This is an optimization exercise on Yosys and OpenROAD, whose aim is small area and a short achievable clock period, not a production implementation. Power is estimated from default activity; no workload was simulated.

==> trial 60: inputs <==
==> flow/design.v <==
module fsm_pe (RD, FDi, clk, rst, GD, FDo, result, result_ld);
	parameter DATA_WIDTH=16,
			reset=0,
			calc_0=1,
			calc_1=2,
			ld_result=3,
			drain_0=4,
			drain_1=5;
	input [(2*DATA_WIDTH)-1:0] RD;
	input [DATA_WIDTH-1:0] FDi;
	input clk, rst, result_ld;
	output reg [DATA_WIDTH-1:0] FDo;
	output reg [(2*DATA_WIDTH)-1:0] GD;
	output reg [(2*DATA_WIDTH)-1:0] result;
	wire [(2*DATA_WIDTH)-1:0] multi;
	reg [2:0] p_state, n_state;
	always @(*)
	begin
		case (p_state)
			reset:     n_state = calc_0;
			calc_0:    n_state = result_ld ? ld_result : calc_1;
			calc_1:    n_state = result_ld ? ld_result : calc_0;
			ld_result: n_state = drain_0;
			drain_0:   n_state = drain_1;
			drain_1:   n_state = drain_0;
			default:   n_state = reset;
		endcase
	end
	assign multi = RD*FDi;
	always @(posedge clk)
	begin
		if (rst) begin
			p_state <= reset;
			result  <= 0;
			FDo     <= 0;
			GD      <= 0;
		end
		else begin
			p_state <= n_state;
			case (n_state)
				reset: begin
					result <= 0;
					FDo    <= 0;
					GD     <= 0;
				end
				calc_0, calc_1: begin
					result <= result + multi;
					FDo    <= FDi;
					GD     <= RD;
				end
				ld_result: begin
					GD <= result;
				end
				default: begin  
					GD <= RD;
				end
			endcase
		end
	end
endmodule
`timescale 1ns/1ns
module systolic_array_4x4(
		      FDi0, FDi4, FDi8, FDi12,
		      RD0, RD1, RD2, RD3,
		      clk, rst, result_ld,
		      FDo0, FDo4, FDo8, FDo12,
		      sa_GD0, sa_GD1, sa_GD2, sa_GD3);
	parameter DATA_WIDTH=16;
	input [DATA_WIDTH-1:0] FDi0, FDi4, FDi8, FDi12;
	input [(2*DATA_WIDTH)-1:0] RD0, RD1, RD2, RD3;
	input clk, rst, result_ld;
	output [(2*DATA_WIDTH)-1:0] sa_GD0, sa_GD1, sa_GD2, sa_GD3;
	output [DATA_WIDTH-1:0] FDo0, FDo4, FDo8, FDo12;
	wire [(2*DATA_WIDTH)-1:0] result[0:15];
	wire [(2*DATA_WIDTH)-1:0] GD[0:15];
	wire [DATA_WIDTH-1:0] FDo[0:15];
	fsm_pe P0 (RD0, FDi0, clk, rst, GD[0], FDo0, result[0], result_ld);
	fsm_pe P1 (RD1, FDo0, clk, rst, GD[1], FDo[1], result[1], result_ld);
	fsm_pe P2 (RD2, FDo[1], clk, rst, GD[2], FDo[2], result[2], result_ld);
	fsm_pe P3 (RD3, FDo[2], clk, rst, GD[3], FDo[3], result[3], result_ld);
	fsm_pe P4 (GD[0], FDi4, clk, rst, GD[4], FDo4, result[4], result_ld);
	fsm_pe P8 (GD[4], FDi8, clk, rst, GD[8], FDo8, result[8], result_ld);
	fsm_pe P12 (GD[8], FDi12, clk, rst, sa_GD0, FDo12, result[12], result_ld);
	fsm_pe P5 (GD[1], FDo4, clk, rst, GD[5], FDo[5], result[5], result_ld);
	fsm_pe P6 (GD[2], FDo[5], clk, rst, GD[6], FDo[6], result[6], result_ld);
	fsm_pe P7 (GD[3], FDo[6], clk, rst, GD[7], FDo[7], result[7], result_ld);
	fsm_pe P9 (GD[5], FDo8, clk, rst, GD[9], FDo[9], result[9], result_ld);
	fsm_pe P10 (GD[6], FDo[9], clk, rst, GD[10], FDo[10], result[10], result_ld);
	fsm_pe P11 (GD[7], FDo[10], clk, rst, GD[11], FDo[11], result[11], result_ld);
	fsm_pe P13 (GD[9], FDo12, clk, rst, sa_GD1, FDo[13], result[13], result_ld);
	fsm_pe P14 (GD[10], FDo[13], clk, rst, sa_GD2, FDo[14], result[14], result_ld);
	fsm_pe P15 (GD[11], FDo[14], clk, rst, sa_GD3, FDo[15], result[15], result_ld);
endmodule
==> flow/run.sh <==
#!/bin/bash
# synth_recipe.tcl (not shown) runs the flow's synth.tcl, then flattens the netlist and writes it again
# the make line also repeats each setting of config.mk as NAME=value (left out here)
make -C /OpenROAD-flow-scripts/flow DESIGN_CONFIG=/design/flow/config.mk WORK_HOME=/design/flow/orfs CLKGATE_MAP_FILE= SYNTH_SCRIPT=/design/flow/synth_recipe.tcl finish
==> flow/config.mk <==
export PLATFORM = sky130hd
export DESIGN_NAME = systolic_array_4x4
export DESIGN_NICKNAME = systolic_array_4x4
export VERILOG_FILES = /design/flow/design.v
export SDC_FILE = /design/flow/constraint.sdc
export NUM_CORES = 4
export LEC_CHECK = 0
export CAP_MARGIN = 20
export CORE_MARGIN = 2
export CORE_UTILIZATION = 40
export SLEW_MARGIN = 20
==> flow/constraint.sdc <==
create_clock -name core_clock -period 7.5 [get_ports {clk}]
set_input_delay 1.5000 -clock core_clock [delete_from_list [all_inputs] [get_ports {clk}]]
set_output_delay 1.5000 -clock core_clock [all_outputs]
set_load 0.01 [all_outputs]
==> inputs of build 93, as changes to trial 60 <==
==> flow/design.v, changed modules only <==
module fsm_pe #(parameter DATA_WIDTH = 16, parameter DEFER = 0, parameter FDO_HOLD = 1) (
	input  clk, rst, calc, load,
	input  [(2*DATA_WIDTH)-1:0] RD,
	input  [DATA_WIDTH-1:0] FDi,
	output reg [(2*DATA_WIDTH)-1:0] GD,
	output reg [DATA_WIDTH-1:0] FDo
);
	reg  [(2*DATA_WIDTH)-1:0] acc;
	wire [(2*DATA_WIDTH)-1:0] sum = DEFER ? acc + GD * FDo : acc + RD * FDi;
	always @(posedge clk) begin
		if (rst) begin
			acc <= 0;
			GD  <= 0;
			FDo <= 0;
		end else begin
			acc <= sum;
			if (load) GD <= DEFER ? sum : acc;
			else      GD <= RD;
			if (calc || !FDO_HOLD) FDo <= FDi;
		end
	end
endmodule
module systolic_array_4x4(
		      FDi0, FDi4, FDi8, FDi12,
		      RD0, RD1, RD2, RD3,
		      clk, rst, result_ld,
		      FDo0, FDo4, FDo8, FDo12,
		      sa_GD0, sa_GD1, sa_GD2, sa_GD3);
	parameter DATA_WIDTH=16;
	input [DATA_WIDTH-1:0] FDi0, FDi4, FDi8, FDi12;
	input [(2*DATA_WIDTH)-1:0] RD0, RD1, RD2, RD3;
	input clk, rst, result_ld;
	output [(2*DATA_WIDTH)-1:0] sa_GD0, sa_GD1, sa_GD2, sa_GD3;
	output [DATA_WIDTH-1:0] FDo0, FDo4, FDo8, FDo12;
	localparam S_RESET = 2'd0, S_CALC = 2'd1, S_LOAD = 2'd2, S_DRAIN = 2'd3;
	reg [1:0] state;
	reg [1:0] n_state;
	always @(*) begin
		case (state)
			S_RESET: n_state = S_CALC;
			S_CALC:  n_state = result_ld ? S_LOAD : S_CALC;
			default: n_state = S_DRAIN;
		endcase
	end
	always @(posedge clk)
		if (rst) state <= S_RESET;
		else     state <= n_state;
	wire calc = (n_state == S_CALC);
	wire load = (n_state == S_LOAD);
	wire [(2*DATA_WIDTH)-1:0] RD_n [0:3];
	wire [DATA_WIDTH-1:0]     FD_w [0:3];
	assign RD_n[0] = RD0; assign RD_n[1] = RD1; assign RD_n[2] = RD2; assign RD_n[3] = RD3;
	assign FD_w[0] = FDi0; assign FD_w[1] = FDi4; assign FD_w[2] = FDi8; assign FD_w[3] = FDi12;
	wire [(2*DATA_WIDTH)-1:0] GD  [0:15];
	wire [DATA_WIDTH-1:0]     FDo [0:15];
	genvar r, c;
	generate
		for (r = 0; r < 4; r = r + 1) begin : row
			for (c = 0; c < 4; c = c + 1) begin : col
				fsm_pe #(.DATA_WIDTH(DATA_WIDTH), .DEFER((r == 0 || c == 0) ? 1 : 0),
				         .FDO_HOLD(c == 0 ? 1 : 0)) pe (
					.clk(clk), .rst(rst), .calc(calc), .load(load),
					.RD (r == 0 ? RD_n[c] : GD[(r-1)*4 + c]),
					.FDi(c == 0 ? FD_w[r] : FDo[r*4 + c - 1]),
					.GD (GD[r*4 + c]),
					.FDo(FDo[r*4 + c]));
			end
		end
	endgenerate
	assign sa_GD0 = GD[12]; assign sa_GD1 = GD[13]; assign sa_GD2 = GD[14]; assign sa_GD3 = GD[15];
	assign FDo0 = FDo[0]; assign FDo4 = FDo[4]; assign FDo8 = FDo[8]; assign FDo12 = FDo[12];
endmodule
==> summary of the runs <==
- Core utilization: build 93 is lower than trial 60 (0.76 points).
- Between trial 60 and build 93, the lower synthesized cell count is in build 93 (gap 2.4%, measured against build 93).
- Of trial 60 and build 93, build 93 has the higher sequential power (gap about 2.4%, measured against build 93).
- Of trial 60 and build 93, trial 60 has the higher setup slack (gap 0.029 ns).
- Global-route usage: build 93 is lower than trial 60 (0.58 points).
- In trial 60 the power is larger than in build 93, by 22%.
- Of trial 60 and build 93, trial 60 has the higher first-iteration DRC count (gap 24%, measured against build 93).
No run of this note included a check of the RTL's function; only the layout flow was run.

## separate check: timing with driven ports
How much do the figures lean on ideal ports? The routed layouts below were timed once more, with nothing changed but the port constraints.
Step 1 sets driving cells, clkbuf_16 on the clock port and buf_2 on the other inputs (assumed; they add their load-dependent delay and slew).
Step 2 moves the port delays by t, midway between the first and last clock arrival at a register: inputs arrive t later, outputs are due t later. That takes back most of the time a late clock gives input paths.
Three values: ideal ports, drivers, drivers and shift; two values: the first two.
run | t, ns | setup WS [ns] | hold slack, ns | worst setup path at the end
trial 60 | 1.052 | 0.327 / 0.353 / -0.698 | 0.457 / 0.457 / 0.457 | input to register
build 93 | 1.071 | 0.298 / 0.298 / 0.298 | 0.418 / 0.418 / 0.418 | register to register
Met with ideal ports but missed after step 2: setup timing in trial 60. For trial 60, which loses most, drivers alone change the setup slack by +0.026 ns; drivers and shift together by -1.025 ns.
